What follows belongs to an exercise in optimizing a design on an open flow for small area; a production flow would make more cautious choices. Only simulation tests tie the RTL to the original design; equivalence was not proved. No activity file was given, so power comes from the tool's default toggle rates.

==> v3 <==
==> flow/design.v <==
module cpu(out, in, clk, reset);
input  [7:0] in;
input        clk, reset;
output [7:0] out;
reg  [7:0] out;
reg  [7:0] reg_a, reg_b, reg_c;
reg  [7:0] mem [0:15];
reg  [3:0] op;      
reg  [3:0] n;       
reg        s1, s0;
wire ex    = ~s1 & ~s0;
wire two   = s1;
wire two_a = s1 & ~s0;
wire two_c = s1 &  s0;
wire op_alu = ex & ~op[3] & ~(op[2] & op[1]);    
wire op_lda = ex & (op == 4'h6);
wire op_ldb = ex & (op == 4'h7);
wire op_sti = ex & (op == 4'h8);
wire op_stc = ex & (op == 4'h9);
wire op_ldm = ex & (op == 4'ha);
wire op_outc= ex & (op == 4'hb);
wire op_outm= ex & (op == 4'hc);
wire op_ac  = ex & (op == 4'hd);
wire op_bc  = ex & (op == 4'he);
wire op_nop = ex & (op == 4'hf);
wire [2:0] f = op[2:0];
wire use_b = ~f[1] & ~(f[2] & f[0]);             
wire inv_q = f[0] & ~f[2];                        
wire inv_p = f[2] & f[0];                         
wire cin   = (~f[2] & (f[0] ^ f[1])) | (f[2] & ~f[0]);  
wire [7:0] p = reg_a ^ {8{inv_p}};
wire [7:0] q = (reg_b & {8{use_b}}) ^ {8{inv_q}};
wire [7:0] alu = p + q + {7'b0, cin};
wire [7:0] rd = mem[n];
wire nr = ~reset;
wire sel_in  = nr & (op_lda | op_ldb | op_sti);
wire sel_c   = nr & (op_stc | op_outc | op_ac | op_bc);
wire sel_alu = nr & op_alu;
wire sel_mem = nr & two;
wire [7:0] bus = ({8{sel_in}}  & in)
               | ({8{sel_c}}   & reg_c)
               | ({8{sel_alu}} & alu)
               | ({8{sel_mem}} & rd);
wire ld_a   = reset | op_lda | op_ac;
wire ld_b   = reset | op_ldb | op_bc;
wire ld_c   = reset | op_alu | two_a;
wire ld_out = reset | two_c | op_sti | op_stc | op_ldm | op_outc | op_outm | op_nop;
wire wr_mem = op_sti | op_stc;
wire s1_nx = nr & (op_ldm | op_outm);
wire s0_nx = reset | op_lda | op_ldb | op_sti | op_outm;
always @(posedge clk) begin
	s1 <= s1_nx;
	s0 <= s0_nx;
	op <= in[7:4];
	if (!s1_nx)
		n <= in[3:0];
	if (ld_a)   reg_a <= bus;
	if (ld_b)   reg_b <= bus;
	if (ld_c)   reg_c <= bus;
	if (ld_out) out   <= bus & {8{~wr_mem}};
	if (wr_mem) mem[n] <= bus;
end
endmodule
==> flow/run.sh <==
#!/bin/bash
# synth_recipe.tcl (not shown) runs the flow's synth.tcl, then flattens the netlist and writes it again
# the make line also repeats each setting of config.mk as NAME=value (left out here)
make -C /OpenROAD-flow-scripts/flow DESIGN_CONFIG=/design/flow/config.mk WORK_HOME=/design/flow/orfs CLKGATE_MAP_FILE= SYNTH_SCRIPT=/design/flow/synth_recipe.tcl finish
==> flow/config.mk <==
export PLATFORM = sky130hd
export DESIGN_NAME = cpu
export DESIGN_NICKNAME = cpu
export VERILOG_FILES = /design/flow/design.v
export SDC_FILE = /design/flow/constraint.sdc
export NUM_CORES = 4
export LEC_CHECK = 0
export CAP_MARGIN = 20
export CORE_MARGIN = 2
export CORE_UTILIZATION = 40
export SLEW_MARGIN = 20
==> flow/constraint.sdc <==
create_clock -name core_clock -period 5.0 [get_ports {clk}]
set_input_delay 1.0000 -clock core_clock [delete_from_list [all_inputs] [get_ports {clk}]]
set_output_delay 1.0000 -clock core_clock [all_outputs]
set_load 0.01 [all_outputs]
==> v30: changes against v3 <==
==> flow/design.v (replaced) <==
module ram16x8 (data_out, clk, w_mem, address, data_in);
input[3:0] address;
input[7:0] data_in;
input w_mem, clk;
output[7:0] data_out;
reg[7:0] ram_data[15:0];
reg[7:0] data_out;
always@(posedge clk)begin
	if (w_mem == 1'b0)
		data_out <= ram_data[address];
	else
		ram_data[address] <= data_in;
end
endmodule
module cpu(out, in, clk, reset);
parameter DATA_IN=0, REG_C_O=1, ALU_OUT=2, MEM_OUT=3;
input[7:0] in;
input clk, reset;
output[7:0] out;
reg[7:0] reg_a, reg_b, reg_c, instr, write_data, out;
wire[7:0] in, mem_out, alu_out;
wire clk, reset;
wire [3:0] addr;
wire [1:0] sel;
wire ready, w_out, w_reg_a, w_reg_b, w_reg_c, w_mem;
always@(alu_out or in or mem_out or reg_c or sel)begin
	if (sel == DATA_IN)
		write_data = in;
	else if (sel == ALU_OUT)
		write_data = alu_out;
	else if (sel==MEM_OUT)
		write_data=mem_out; 
  else
 	  write_data=reg_c; 
end   
always@(posedge clk)begin
	if(reset)begin
		instr <= 0;
		reg_a <= 0;
		reg_b <= 0;
		reg_c <= 0;
		out <= 0;
	end
	else begin
	    instr <= in;
		if(ready)begin
			if (w_reg_c)
				reg_c <= write_data;
			else if (w_reg_a)
				reg_a <= write_data;
			else if (w_reg_b)
				reg_b <= write_data;
			else if(w_out)
				out <= write_data;
      else
        out <= 0;
		end
	end
end
ram16x8 r1(
	.data_out	(mem_out[7:0]),
	.address	(addr[3:0]),
	.data_in	(write_data[7:0]),
	.w_mem		(w_mem),
	.clk		(clk));
ALU a1(
	.alu_out	(alu_out[7:0]),
	.reg_a		(reg_a[7:0]),
	.reg_b		(reg_b[7:0]),
	.sel_fun	(instr[6:4]));
Control c1(
	.addr		(addr[3:0]),
	.sel		(sel[1:0]),
	.ready		(ready),
	.w_out		(w_out),
	.w_reg_a	(w_reg_a),
	.w_reg_b	(w_reg_b),
	.w_reg_c	(w_reg_c),
	.w_mem		(w_mem),
	.opcode		(instr[7:0]),
	.clk		(clk),
	.reset		(reset));
endmodule
module Control(opcode, clk, reset, addr, sel, ready,
		w_out, w_reg_a, w_reg_b, w_reg_c, w_mem) ;
parameter DATA_IN=0, REG_C_O=1, ALU_OUT=2, MEM_OUT=3;
parameter ST_0=0, ST_1=1, ST_2=2, ST_3=3;
input[7:0] opcode;
input clk, reset;
output[3:0] addr;
output[1:0] sel;
output ready, w_out, w_reg_a, w_reg_b, w_reg_c, w_mem;
reg[3:0] addr;
reg[1:0] sel;
reg ready, w_mem, w_out, w_reg_a, w_reg_b, w_reg_c;
reg[1:0] current_state, next_state;
always@(posedge clk)begin
	if (!reset)
		current_state <= next_state;
	else
		current_state <= ST_0;
	end
always@(current_state or opcode)begin
	case(current_state)
	ST_0:begin
		ready = 1;
		addr = opcode[3:0];
		case (opcode[7:4])
		4'b0000:begin
				w_out=0; w_reg_a=0; w_reg_b=0; w_reg_c=1; w_mem=0;
				sel=ALU_OUT; next_state=ST_0; 
				end
		4'b0001:begin
				w_out=0; w_reg_a=0; w_reg_b=0; w_reg_c=1; w_mem=0; 
				sel=ALU_OUT; next_state=ST_0;
				end
		4'b0010:begin
				w_out=0; w_reg_a=0; w_reg_b=0; w_reg_c=1; w_mem=0; 
				sel=ALU_OUT; next_state=ST_0;
				end
		4'b0011:begin
				w_out=0; w_reg_a=0; w_reg_b=0; w_reg_c=1; w_mem=0; 
				sel=ALU_OUT; next_state=ST_0;
				end
		4'b0100:begin
				w_out=0; w_reg_a=0; w_reg_b=0; w_reg_c=1; w_mem=0;
				sel=ALU_OUT; next_state=ST_0;
				end
		4'b0101:begin
				w_out=0; w_reg_a=0; w_reg_b=0; w_reg_c=1; w_mem=0;
				sel=ALU_OUT; next_state=ST_0;
				end
		4'b0110:begin
				w_out=0; w_reg_a=1; w_reg_b=0; w_reg_c=0; w_mem=0;
				sel=DATA_IN; next_state=ST_1;
				end
		4'b0111:begin
				w_out=0; w_reg_a=0; w_reg_b=1; w_reg_c=0; w_mem=0; 
				sel=DATA_IN; next_state=ST_1;  
				end
		4'b1000:begin
				w_out=0; w_reg_a=0; w_reg_b=0; w_reg_c=0; w_mem=1; 
				sel=DATA_IN; next_state=ST_1;
				end
		4'b1001:begin  
				w_out=0; w_reg_a=0; w_reg_b=0; w_reg_c=0; w_mem=1; 
				sel=REG_C_O; next_state=ST_0;  
				end
		4'b1010:begin  
				w_out=0; w_reg_a=0; w_reg_b=0; w_reg_c=0; w_mem=0; 
				sel=MEM_OUT; next_state=ST_2;  
				end
		4'b1011:begin  
				w_out=1; w_reg_a=0; w_reg_b=0; w_reg_c=0; w_mem=0;
				sel=REG_C_O; next_state=ST_0;  
				end
		4'b1100:begin  
				w_out=0; w_reg_a=0; w_reg_b=0; w_reg_c=0; w_mem=0; 
				sel=MEM_OUT; next_state=ST_3;   
				end
		4'b1101:begin  
				w_out=0; w_reg_a=1; w_reg_b=0; w_reg_c=0; w_mem=0;
				sel=REG_C_O; next_state=ST_0;
				end
		4'b1110:begin  
				w_out=0; w_reg_a=0; w_reg_b=1; w_reg_c=0; w_mem=0;
				sel=REG_C_O; next_state=ST_0;
				end
		default:begin
				w_out=0; w_reg_a=0; w_reg_b=0; w_reg_c=0; w_mem=0;
				sel=ALU_OUT; next_state=ST_0;
				end
		endcase
	end
	ST_1 : begin
			ready = 0; addr = 0;
			w_out = 0; w_reg_a = 0; w_reg_b = 0; w_reg_c = 0; w_mem = 0;
			sel = DATA_IN; next_state = ST_0;  
			end
	ST_2 : begin
			ready = 1; addr = 0;
			w_out = 0; w_reg_a = 0; w_reg_b = 0; w_reg_c = 1; w_mem = 0;
			sel = MEM_OUT; next_state = ST_0;  
			end
	ST_3 : begin
			ready = 1; addr = 0;
			w_out = 1; w_reg_a = 0; w_reg_b = 0; w_reg_c = 0; w_mem = 0;
			sel = MEM_OUT; next_state = ST_0;  
			end       
	endcase 
end
endmodule
module ALU(alu_out, reg_a, reg_b, sel_fun) ;
input[7:0]  reg_a, reg_b;
input[2:0] 	sel_fun;
output[7:0] alu_out;
reg[7:0] 	alu_out;
always@(reg_a or reg_b or sel_fun)begin
	case (sel_fun) 
	3'b000 : alu_out = reg_a + reg_b;  
	3'b001 : alu_out = reg_a - reg_b;  
	3'b010 : alu_out = reg_a + 1;
	3'b011 : alu_out = reg_a - 1;
	3'b100 : alu_out = reg_a + reg_b + 1;  
	3'b101 : alu_out = ~reg_a;  
	default: alu_out = 8'b0;
	endcase
end
endmodule
==> notes <==
v30 ran to the end with no violations. v3 passed the timing, DRC and antenna checks. Between v3 and v30, the lower power is in v3 (gap 9.8%, measured against v30). Of v3 and v30, v3 has the higher sequential share of layout area (gap 8.6 points). Against v30, the clock skew of v3 is lower by 2.9 ps. Of v30 and v3, v30 has the higher first-iteration DRC count (gap about 66%, measured against v3). Global-route usage: v30 is higher than v3 (3.4 points). Between v30 and v3, the lower core utilization is in v3 (gap 0.56 points). Against v30, the via count of v3 is lower by 33%.

-- re-timing with driven ports --
In the flow no input, the clock included, has a driving cell. The finished layouts below were timed again as built, in two steps. Step 1 sets driving cells, clkbuf_16 on the clock port and buf_2 on the other inputs (assumed; they add their load-dependent delay and slew). Step 2, shift: input delay + t, output delay - t, t = (earliest + latest rising clock arrival at the registers) / 2. This alone moves slack from input paths to output paths. Slacks: no drivers / after step 1 / after step 2; pairs: no drivers / after step 1.
run	shift t [ns]	slack for setup (ns)	worst setup path after step 2	latest minus earliest clock arrival (ns)	worst register clock-pin slew, ns
v3	0.464	0.956 / 0.956 / 0.956	register to register	0.009 / 0.009	0.07 / 0.07
v30	0.476	0.984 / 0.984 / 0.984	register to register	0.012 / 0.012	0.07 / 0.07
After both steps every run listed still meets setup and hold.
